Background: an optimization exercise with open tools, aiming at small area, a short achievable clock period and few clock cycles per item. Do not read the settings as production practice.
Where RTL was checked, it was by simulation tests only, not by an equivalence proof against the original.
Power and IR drop assume default switching activity.

Design bcrypt_core, start of the top module:
module bcrypt_core (
  input  logic         clk,
  input  logic         reset_l,
  input  logic         start,
  input  logic [4:0]   cost,
  input  logic [127:0] salt,
  input  logic [575:0] key,
  output logic [31:0]  s_addr,
  output logic [3:0]   s_we,
  output logic [127:0] s_wdata,
  input  logic [127:0] s_rdata,
  output logic [191:0] hash,
  output logic         done
);
Size in the first run: about 3,400 cells after synthesis, roughly 790 flip-flops, roughly 1,200 I/O pins.
clock: 10.0 ns
lec_check: 0
cap_margin: 30
core_margin: 2
core_utilization: 35
cts_cluster_diameter: 100
cts_cluster_size: 20
place_density: 0.75
setup_slack_margin: 3
slew_margin: 40
standard.sh (not shown) runs the stock make flow with config.mk's settings and CLKGATE_MAP_FILE= SYNTH_SCRIPT=/design/flow/synth_recipe.tcl, a recipe that flattens the netlist after the stock synthesis.
==> flow/flow/run.sh <==
#!/bin/bash
# The standard layout, with the ports buffered by buf_1 cells and the pins
# allowed on every routing track (the die is too small for two-track spacing).
set -euo pipefail
export BUFFER_PORTS_ARGS="-buffer_cell sky130_fd_sc_hd__buf_1"
export PLACE_PINS_ARGS="-min_distance 1 -min_distance_in_tracks"
bash standard.sh > standard.log 2>&1
Testbench counts at the start, summed over its fixed seeds: cycles 681,180, hashes 18.
Next try:
CTS_CLUSTER_SIZE = 24   (was 20)
The new run finished clean.
Setup slack loses 0.019 ns.
Clock power drops by about 9%.
Core utilization drops by 0.21 points.
Via count stays flat.
Synthesized area stays the same.
Total power drops by 2.1%.
Routed wire length hardly moves.
Die area is unchanged.
Global-route usage stays flat.
Fmax barely changes.
Count of clock-buffer cells in the layout drops by 10.

---

Another version of the RTL of bcrypt_core (not shown whole).
Size in the first run: roughly 3100 cells after synthesis, about 810 flip-flops, about 1200 I/O pins, about 34000 um2 of cells after synthesis.
export LEC_CHECK = 0
export CAP_MARGIN = 30
export CORE_MARGIN = 2
export CORE_UTILIZATION = 20
export CTS_BUF_LIST = sky130_fd_sc_hd__clkbuf_8 sky130_fd_sc_hd__clkbuf_16
export CTS_CLUSTER_DIAMETER = 100
export CTS_CLUSTER_SIZE = 20
export PLACE_DENSITY = 0.75
export SETUP_SLACK_MARGIN = 2
export SLEW_MARGIN = 40
export TNS_END_PERCENT = 5
create_clock -name core_clock -period 10.0 [get_ports {clk}]
==> flow/flow/run.sh <==
#!/bin/bash
# The standard layout, with the ports buffered by buf_1 cells and more rounds
# of antenna repair after detailed routing.
set -euo pipefail
export BUFFER_PORTS_ARGS="-buffer_cell sky130_fd_sc_hd__buf_1"
export MAX_REPAIR_ANTENNAS_ITER_DRT=12
bash standard.sh > standard.log 2>&1
The starting point completed without violations.
Testbench counts at the start, summed over its fixed seeds: cycles 681,180, hashes 18.
Next try:
--- a/flow/config.mk
+++ b/flow/config.mk
@@ -10,3 +10,2 @@
 export CORE_UTILIZATION = 20
-export CTS_BUF_LIST = sky130_fd_sc_hd__clkbuf_8 sky130_fd_sc_hd__clkbuf_16
 export CTS_CLUSTER_DIAMETER = 100
@@ -14,3 +13,3 @@
 export PLACE_DENSITY = 0.75
-export SETUP_SLACK_MARGIN = 2
+export SETUP_SLACK_MARGIN = 4
 export SLEW_MARGIN = 40
Result: Count of clock-buffer cells in the layout climbs by 30; worst hold slack is worse by 0.0033 ns; utilization stays flat; sequential share of layout area drops by 0.13 points; total power climbs by a few percent; routed wire length climbs slightly; final area climbs slightly; maximum frequency drops slightly; non-clock buffer count climbs by 1.
Next try:
--- a/flow/config.mk
+++ b/flow/config.mk
@@ -12,4 +12,4 @@
 export CTS_CLUSTER_SIZE = 20
-export PLACE_DENSITY = 0.75
-export SETUP_SLACK_MARGIN = 4
+export PLACE_DENSITY = 0.85
+export SETUP_SLACK_MARGIN = 3
 export SLEW_MARGIN = 40
Result: The changed run finished clean; fmax is higher by 0.34%; synthesized area stays the same; wire length increases by 0.48%.
Next try:
--- a/flow/config.mk
+++ b/flow/config.mk
@@ -12,3 +12,3 @@
 export CTS_CLUSTER_SIZE = 20
-export PLACE_DENSITY = 0.85
+export PLACE_DENSITY = 0.75
 export SETUP_SLACK_MARGIN = 3
What happened:
- clock-buffer cell count came out lower by 2
- global-route usage came out lower by 0.78 points
- combinational power came out lower by about 2%
- fmax came out higher by 0.39%
- synthesized cell count stays the same
- cell count came out higher by 0.37%
- clock skew came out lower by 0.016 ns
- via count is about the same
- worst setup slack is better by 0.033 ns
- critical path depth stays the same
- routed wire length came out lower by 2.0%

---

bcrypt_core, a different RTL version from the one above (not shown whole).
Size in the first run: ~3200 cells after synthesis, about 790 flip-flops, roughly 1200 I/O pins.
clock: 10.0 ns
lec_check: 0
cap_margin: 20
core_margin: 2
core_utilization: 20
cts_cluster_diameter: 100
cts_cluster_size: 20
place_density: 0.75
setup_slack_margin: 3
slew_margin: 25
tns_end_percent: 5
Scripts as last shown in full above: flow/flow/run.sh
Testbench counts at the start, summed over its fixed seeds: cycles 681,180, hashes 18.
==> next run, changes <==
==> flow/flow/run.sh (replaced) <==
#!/bin/bash
# The standard layout, with the ports buffered by buf_1 cells.
set -euo pipefail
export BUFFER_PORTS_ARGS="-buffer_cell sky130_fd_sc_hd__buf_1"
bash standard.sh > standard.log 2>&1
- CAP_MARGIN: 20 -> 30
- SLEW_MARGIN: 25 -> 40
- TNS_END_PERCENT: 5 -> unset
Result: Combinational power is higher by 21%. Fmax is higher by 4.1%. Cell count is higher by about 1.5%. Synthesized cell count does not change. Clock power barely changes. First-iteration DRC count is lower by 6.8%. Total power is higher by 5.8%. Worst hold slack is worse by 3.3 ps. Non-clock buffer count is higher by 120. Setup slack is better by 340 ps.

---

== run 1 ==
Another version of the RTL of bcrypt_core (not shown whole).
Size: roughly 3200 cells after synthesis, ~36000 um2 of cells after synthesis.
Settings: LEC_CHECK=0, CAP_MARGIN=30, CORE_MARGIN=2, CORE_UTILIZATION=40, SLEW_MARGIN=40; clock period 10.0 ns.
==> flow/flow/run.sh <==
#!/bin/bash
# The standard layout, with the ports buffered by buf_2 cells.
set -euo pipefail
export BUFFER_PORTS_ARGS="-buffer_cell sky130_fd_sc_hd__buf_2"
bash standard.sh > standard.log 2>&1
Tool error PPL-0024 stopped run 1 during I/O pin placement (3_2_place_iop); no final results.
--- input diff run 1..run 2 ---
Settings: CORE_UTILIZATION changed from 40 to 20.
==> comparison <==
Run 2 -> run 1: average cell area after synthesis delta 0, exact match
Run 1 → run 2: number of nets in the synthesized netlist essentially unchanged, number of standard-cell rows in the floorplan increased about 40%.
Run 2 went all the way through synthesis, placement and routing and the layout is clean on timing, DRC and antenna.
Against run 1 as the reference, run 2 delivers a higher die height.
Run 1 → run 2: horizontal die dimension saw an increase; instance count of the mapped netlist saw little to no change.
Comparing run 1 against run 2, there is no change at all in number of flops mapped to enable cells by yosys.
The inputs of run 3 differ from those of run 2 as listed below.
Settings: SETUP_SLACK_MARGIN newly set to 3.
Notes after the runs:
Run 3 gives more multi-input logic portion of the cell area than run 2 did.
Diff run 2 -> run 3 | total buffers and inverters traversed by the critical path | increase of 1
Run 3 vs run 2, clock share of power went down by 0.5 points.
Of run 3 and run 2, it is run 3 that has the higher pin count of the biggest net entering global routing.
The higher total non-filler cell area in the finished layout of run 3 and run 2 is in run 3.
The final period demand of the worst path reported for run 3 is smaller than that of run 2 by 0.91 ns.
Of run 3 and run 2, run 2 shows the lower combinational cell fraction of total power, with run 3 above it.
Status: total detailed-routing wirelength parity (run 2, run 3)
Fmax: run 3 higher than run 2
Function was not checked in any run of this note: the RTL went through the layout flow alone.

---

job 101:
bcrypt_core with an RTL version that a note above also has.
Size in the first run: roughly 790 flip-flops, roughly 1200 I/O pins, roughly 0.035 sq mm of cells after synthesis.
// bcrypt_core
module bcrypt_core (
  input  logic         clk,
  input  logic         reset_l,
  input  logic         start,
  input  logic [4:0]   cost,
  input  logic [127:0] salt,
  input  logic [575:0] key,
  output logic [31:0]  s_addr,
  output logic [3:0]   s_we,
  output logic [127:0] s_wdata,
  input  logic [127:0] s_rdata,
  output logic [191:0] hash,
  output logic         done
);
Settings: LEC_CHECK=0, CAP_MARGIN=30, CORE_MARGIN=2, CORE_UTILIZATION=20, CTS_CLUSTER_DIAMETER=100, CTS_CLUSTER_SIZE=20, PLACE_DENSITY=0.75, SETUP_SLACK_MARGIN=3, SLEW_MARGIN=40, TNS_END_PERCENT=1; clock period 10.0 ns.
==> flow/flow/run.sh <==
#!/bin/bash
# The standard layout, with the ports buffered by buf_1 cells and more rounds
# of antenna repair after detailed routing.
set -euo pipefail
export BUFFER_PORTS_ARGS="-buffer_cell sky130_fd_sc_hd__buf_1"
export MAX_REPAIR_ANTENNAS_ITER_DRT=12
bash standard.sh > standard.log 2>&1
Testbench counts of job 101, summed over its fixed seeds: cycles 681,180, hashes 18.
### job 101 -> job 102
Settings: a change of TNS_END_PERCENT from 1 to 5.
==> flow/flow/run.sh <==
#!/bin/bash
# The standard layout, with the ports buffered by buf_1 cells.
set -euo pipefail
export BUFFER_PORTS_ARGS="-buffer_cell sky130_fd_sc_hd__buf_1"
bash standard.sh > standard.log 2>&1
==> comparison <==
- Between job 102 and job 101, it is job 102 whose post-route non-filler standard cell count is lower, by 39.
- In the reports for job 101 and job 102, the smaller cell count of the worst reg-to-reg path belongs to job 101.
- Comparing job 101 and job 102, part of the total power dissipated in combinational logic is higher on job 101.
- For wire length, job 101 and job 102 come out practically identical.
- In the reports for job 101 and job 102, the larger average wire per standard cell belongs to job 102.
- Comparing job 101 and job 102, the higher power was measured on job 101.
- Taking job 101 as the reference, in job 102 worst hold slack now larger; share of cells above drive strength 1 now smaller; slew at the pin closest to its max-slew limit now smaller; number of global-route vias before repair now smaller.
- In job 102 the implementation completed, yet the final layout does not meet the checks, the culprit being antenna violations.
Here is what was changed in the inputs of job 103 compared with job 102.
Settings: changing CORE_UTILIZATION from 20 to 35.
==> flow/flow/run.sh <==
#!/bin/bash
# The standard layout, with the ports buffered by buf_1 cells and the pins
# allowed on every routing track (the die is too small for two-track spacing).
set -euo pipefail
export BUFFER_PORTS_ARGS="-buffer_cell sky130_fd_sc_hd__buf_1"
export PLACE_PINS_ARGS="-min_distance 1 -min_distance_in_tracks"
bash standard.sh > standard.log 2>&1
- Job 103 is listed as incomplete: the tool reported an error in global routing (5_1_grt) and the run ended there.
- Between job 103 and job 102, overall die width is higher for job 102, job 103 comes in under that.
- Reported for job 103 and job 102, synthesized cell count turned out identical to the last digit.
- Summary of job 103 over job 102: port buffer count roughly the same, TritonCTS buffer count moved up.
- Re worst-case clock buffer depth: no difference whatsoever between job 102 and job 103.
- [compare] base=job 102 new=job 103: die height down 24%, number of instances in the placed design down 1054, synthesized area held steady, routability congestion estimate went up by 4.2%.
- Taking job 102 as the reference, in job 103 initial core utilization rose 15 points; worst-case setup slack after placement now larger.

---

Another version of the RTL of bcrypt_core (not shown whole).
For scale: ~3,300 cells after synthesis, roughly 790 flip-flops.
Design bcrypt_core, start of the top module:
module bcrypt_core (
  input  logic         clk,
  input  logic         reset_l,
  input  logic         start,
  input  logic [4:0]   cost,
  input  logic [127:0] salt,
  input  logic [575:0] key,
  output logic [31:0]  s_addr,
  output logic [3:0]   s_we,
  output logic [127:0] s_wdata,
  input  logic [127:0] s_rdata,
  output logic [191:0] hash,
  output logic         done
);
export LEC_CHECK = 0
export CAP_MARGIN = 30
export CORE_MARGIN = 2
export CORE_UTILIZATION = 20
export CTS_BUF_LIST = sky130_fd_sc_hd__clkbuf_4 sky130_fd_sc_hd__clkbuf_8
export SETUP_SLACK_MARGIN = 3
export SLEW_MARGIN = 40
create_clock -name core_clock -period 10.0 [get_ports {clk}]
==> flow/flow/run.sh <==
#!/bin/bash
# The standard layout, with the ports buffered by buf_1 cells.
set -euo pipefail
export BUFFER_PORTS_ARGS="-buffer_cell sky130_fd_sc_hd__buf_1"
bash standard.sh > standard.log 2>&1
The first run completed without violations.
Testbench counts at the start, summed over its fixed seeds: cycles 681,180, hashes 18.
Edit:
--- a/flow/config.mk
+++ b/flow/config.mk
@@ -10,3 +10,5 @@
 export CORE_UTILIZATION = 20
-export CTS_BUF_LIST = sky130_fd_sc_hd__clkbuf_4 sky130_fd_sc_hd__clkbuf_8
+export CTS_CLUSTER_DIAMETER = 100
+export CTS_CLUSTER_SIZE = 24
+export PLACE_DENSITY = 0.75
 export SETUP_SLACK_MARGIN = 3
Effect:
- wire length came out lower by 5.4%
- synthesized cell count stays the same
- final cell count drops by 2.8%

---

The RTL this note starts from:
==> flow/design.v <==
module adder (A, B, result);
  parameter WIDTH = 32;
  input logic [WIDTH-1:0] A, B;
  output logic [WIDTH-1:0] result;
  assign result = A + B;
endmodule
module xorer (A, B, result);
  parameter WIDTH = 32;
  input logic [WIDTH-1:0] A, B;
  output logic [WIDTH-1:0] result;
  assign result = A ^ B;
endmodule
module xorer3 (A, B, C, result);
  parameter WIDTH = 32;
  input logic [WIDTH-1:0] A, B, C;
  output logic [WIDTH-1:0] result;
  assign result = A ^ B ^ C;
endmodule
module bcrypt_core (
  input  logic         clk,
  input  logic         reset_l,
  input  logic         start,
  input  logic [4:0]   cost,
  input  logic [127:0] salt,
  input  logic [575:0] key,
  output logic [31:0]  s_addr,
  output logic [3:0]   s_we,
  output logic [127:0] s_wdata,
  input  logic [127:0] s_rdata,
  output logic [191:0] hash,
  output logic         done
);
  localparam logic [575:0] PI_P = 576'h8979fb1b9216d5d9b54709173f84d5b5c97c50ddc0ac29b734e90c6cbe5466cf38d01377452821e6ec4e6c89082efa98299f31d0a40938220370734413198a2e85a308d3243f6a88;
  localparam logic [191:0] CTEXT = {32'h6f756274, 32'h63727944, 32'h64657253, 32'h65686f6c, 32'h65616e42, 32'h4f727068};
  localparam logic [1:0] PH_SALTED = 2'd0,   
                         PH_KEY    = 2'd1,   
                         PH_SALT   = 2'd2,   
                         PH_CTEXT  = 2'd3;   
  localparam logic [9:0] CNT_P0 = 10'd1015;  
  logic         busy, done_r;
  logic [4:0]   k;        
  logic [1:0]   phase;
  logic [9:0]   cnt;      
  logic [575:0] P;        
  logic [31:0]  l, r;     
  logic [63:0]  c1, c2;   
  wire in_exp  = (phase != PH_CTEXT);
  wire ppart   = in_exp & cnt[9];
  wire keyen   = in_exp & (cnt == CNT_P0);
  wire salten  = (phase == PH_SALTED) & (k[4:1] == 4'd0);
  wire pfix    = in_exp & ((cnt[9:3] == 7'h7f) | (cnt == 10'd0));
  wire [3:0] pidx = cnt[3:0] - 4'd8;
  wire byp     = pfix & (k[4:1] == pidx);
  wire k17     = (k == 5'd17);
  wire exp_end = in_exp & (cnt == 10'd511);
  wire ct_end  = (cnt == 10'd191);
  wire [31:0] iter_inc = {1'b0, c1[30:0]} + 32'd1;
  logic it_last;          
  logic [17:0] kh;
  always_comb
    for (int i = 0; i < 18; i++) kh[i] = (k == i);
  logic [31:0] kmux, pi_w;
  always_comb begin
    kmux = 32'h0;
    pi_w = 32'h0;
    for (int i = 0; i < 18; i++) begin
      kmux = kmux | ({32{kh[i]}} & key[32*i +: 32]);
      pi_w = pi_w | ({32{kh[i]}} & PI_P[32*i +: 32]);
    end
  end
  wire [1:0]  ssel = (phase == PH_SALT) ? k[1:0] : {~cnt[0], k[0]};
  wire [31:0] smux = salt[32*ssel +: 32];
  wire [31:0] kw    = (phase == PH_SALT) ? smux : kmux;
  logic [31:0] pv;
  always_comb begin
    pv = P[31:0];
    if (keyen & (phase == PH_SALTED)) pv = pi_w;
    if (byp) pv = k[0] ? c2[63:32] : c2[31:0];
  end
  wire [31:0] tailv = pv ^ (keyen ? kw : 32'h0);
  wire [31:0] head  = tailv ^ (salten ? smux : 32'h0);
  wire [31:0] f_a = s_rdata[31:0] + s_rdata[63:32];
  wire [31:0] f_x = f_a ^ s_rdata[95:64];
  wire [31:0] f   = f_x + s_rdata[127:96];
  wire [31:0] t   = r ^ head;
  wire        fen = (k != 5'd0);
  wire [31:0] l_next = t ^ (fen ? f : 32'h0);
  wire sw = busy & in_exp & ~cnt[9] & (k >= 5'd16);
  logic [31:0] a_alt, a_f, a_t;
  logic [3:0]  use_f;
  always_comb begin
    a_f = {f[7:0], f[15:8], f[23:16], f[31:24]};
    a_t = {t[7:0], t[15:8], t[23:16], t[31:24]};
    a_alt = {t[7:0], t[15:8], t[23:16], t[31:24]};
    use_f = {4{fen}};
    s_we = 4'b0000;
    s_wdata = {4{l ^ ((k == 5'd16) ? ((cnt == 10'd0) ? c2[63:32] : P[63:32]) : 32'h0)}};
    if (sw) begin
      s_we[cnt[8:7]] = 1'b1;
      use_f[cnt[8:7]] = 1'b0;
      a_alt[8*cnt[8:7] +: 8] = {cnt[6:0], k[0]};
    end
    for (int b = 0; b < 4; b++)
      s_addr[8*b +: 8] = (a_f[8*b +: 8] & {8{use_f[b]}}) ^ (use_f[b] ? a_t[8*b +: 8] : a_alt[8*b +: 8]);
  end
  assign hash = {l, r, c2, c1};
  assign done = done_r;
  always_ff @(posedge clk)
    P <= {tailv, P[575:32]};
  always_ff @(posedge clk)
    it_last <= iter_inc[cost];
  always_ff @(posedge clk) begin
    if (~reset_l) begin
      busy   <= 1'b0;
      done_r <= 1'b0;
    end
    else if (!busy) begin
      if (start) begin
        busy   <= 1'b1;
        done_r <= 1'b0;
        phase  <= PH_SALTED;
        cnt    <= CNT_P0;
        k      <= 5'd0;
        c1[30:0] <= 31'd0;
        r      <= 32'h0;
        l      <= 32'h0;
      end
    end
    else begin
      k <= k17 ? 5'd0 : k + 5'd1;
      if (!k17) begin
        l <= l_next;
        r <= l;
      end
      else if (phase == PH_CTEXT) begin
        cnt <= cnt + 10'd1;
        if (ct_end) begin
          r      <= t;
          busy   <= 1'b0;
          done_r <= 1'b1;
        end
        else begin
          r  <= c1[31:0];
          l  <= c1[63:32];
          c1 <= c2;
          c2 <= {l, t};
        end
      end
      else if (exp_end) begin
        cnt <= CNT_P0;
        r   <= 32'h0;
        l   <= 32'h0;
        if (phase == PH_SALT) begin
          if (it_last) begin
            phase <= PH_CTEXT;
            cnt   <= 10'd0;
            r     <= CTEXT[31:0];
            l     <= CTEXT[63:32];
            c1    <= CTEXT[127:64];
            c2    <= CTEXT[191:128];
          end
          else begin
            c1[30:0] <= iter_inc[30:0];
            phase <= PH_KEY;
          end
        end
        else
          phase <= phase + 2'd1;
      end
      else begin
        r   <= t;
        cnt <= cnt + 10'd1;
        if (ppart) c2 <= {l, t};
      end
    end
  end
endmodule
export LEC_CHECK = 0
export CAP_MARGIN = 30
export CORE_MARGIN = 2
export CORE_UTILIZATION = 20
export CTS_CLUSTER_DIAMETER = 100
export CTS_CLUSTER_SIZE = 20
export PLACE_DENSITY = 0.75
export SETUP_SLACK_MARGIN = 3
export SLEW_MARGIN = 40
create_clock -name core_clock -period 10.0 [get_ports {clk}]
Scripts as last shown in full above: flow/flow/run.sh
Testbench counts at the start, summed over its fixed seeds: cycles 681,180, hashes 18.
==> next run, changes <==
--- a/flow/config.mk
+++ b/flow/config.mk
@@ -12 +12 @@
-export CTS_CLUSTER_SIZE = 20
+export CTS_CLUSTER_SIZE = 24
Effect: Synthesized cell count is unchanged; synthesized area is unchanged; global-route usage hardly moves; cell count is about the same; sequential power hardly moves; worst setup slack improves by 0.0082 ns; worst hold slack improves by 0.0037 ns; core utilization barely changes.

## re-timing with driven ports
The results above use ideal ports. As a check the final layouts listed here were re-extracted and re-timed, cells and wires unchanged. Step 1 (the two cells are an assumption about what drives the block):
set clk [get_ports {clk}]
set_driving_cell -lib_cell sky130_fd_sc_hd__clkbuf_16 $clk
set_driving_cell -lib_cell sky130_fd_sc_hd__buf_2 [delete_from_list [all_inputs] $clk]
Step 2 moves the port delays by t, midway between the first and last clock arrival at a register: inputs arrive t later, outputs are due t later. That takes back most of the time a late clock gives input paths. Three values: ideal ports, drivers, drivers and shift; two values: the first two.
| run | t, ns | setup slack, ns | cell pins on the clock port's net |
|---|---|---|---|
| the first run of note 1 | 0.678 | 1.737 / 1.700 / 1.700 | 1 |
| the second run of note 1 | 0.692 | 1.717 / 1.681 / 1.681 | 1 |
| the first run of note 2 | 0.724 | 1.714 / 1.590 / 1.590 | 1 |
| the second run of note 2 | 0.718 | 1.566 / 1.464 / 1.464 | 1 |
| the third run of note 2 | 0.730 | 1.595 / 1.524 / 1.524 | 1 |
| the fourth run of note 2 | 0.707 | 1.628 / 1.530 / 1.530 | 1 |
| the first run of note 3 | 0.702 | 1.450 / 1.377 / 1.610 | 1 |
| the second run of note 3 | 0.690 | 1.787 / 1.689 / 1.689 | 1 |
| run 2 | 0.772 | 0.427 / 0.304 / 0.304 | 1 |
| run 3 | 0.789 | 1.333 / 1.286 / 0.837 | 1 |
| job 101 | 0.673 | 1.623 / 1.552 / 1.593 | 1 |
| job 102 | 0.685 | 1.666 / 1.593 / 1.635 | 1 |
| the first run of note 6 | 0.850 | 1.282 / 1.243 / 1.243 | 1 |
| the second run of note 6 | 0.699 | 1.425 / 1.391 / 1.391 | 1 |
| the first run of note 7 | 0.747 | 1.772 / 1.727 / 1.727 | 1 |
| the second run of note 7 | 0.727 | 1.780 / 1.737 / 1.737 | 1 |
The setup slack of run 3, which loses most, moves by -0.047 ns with the drivers and by -0.496 ns with both steps.
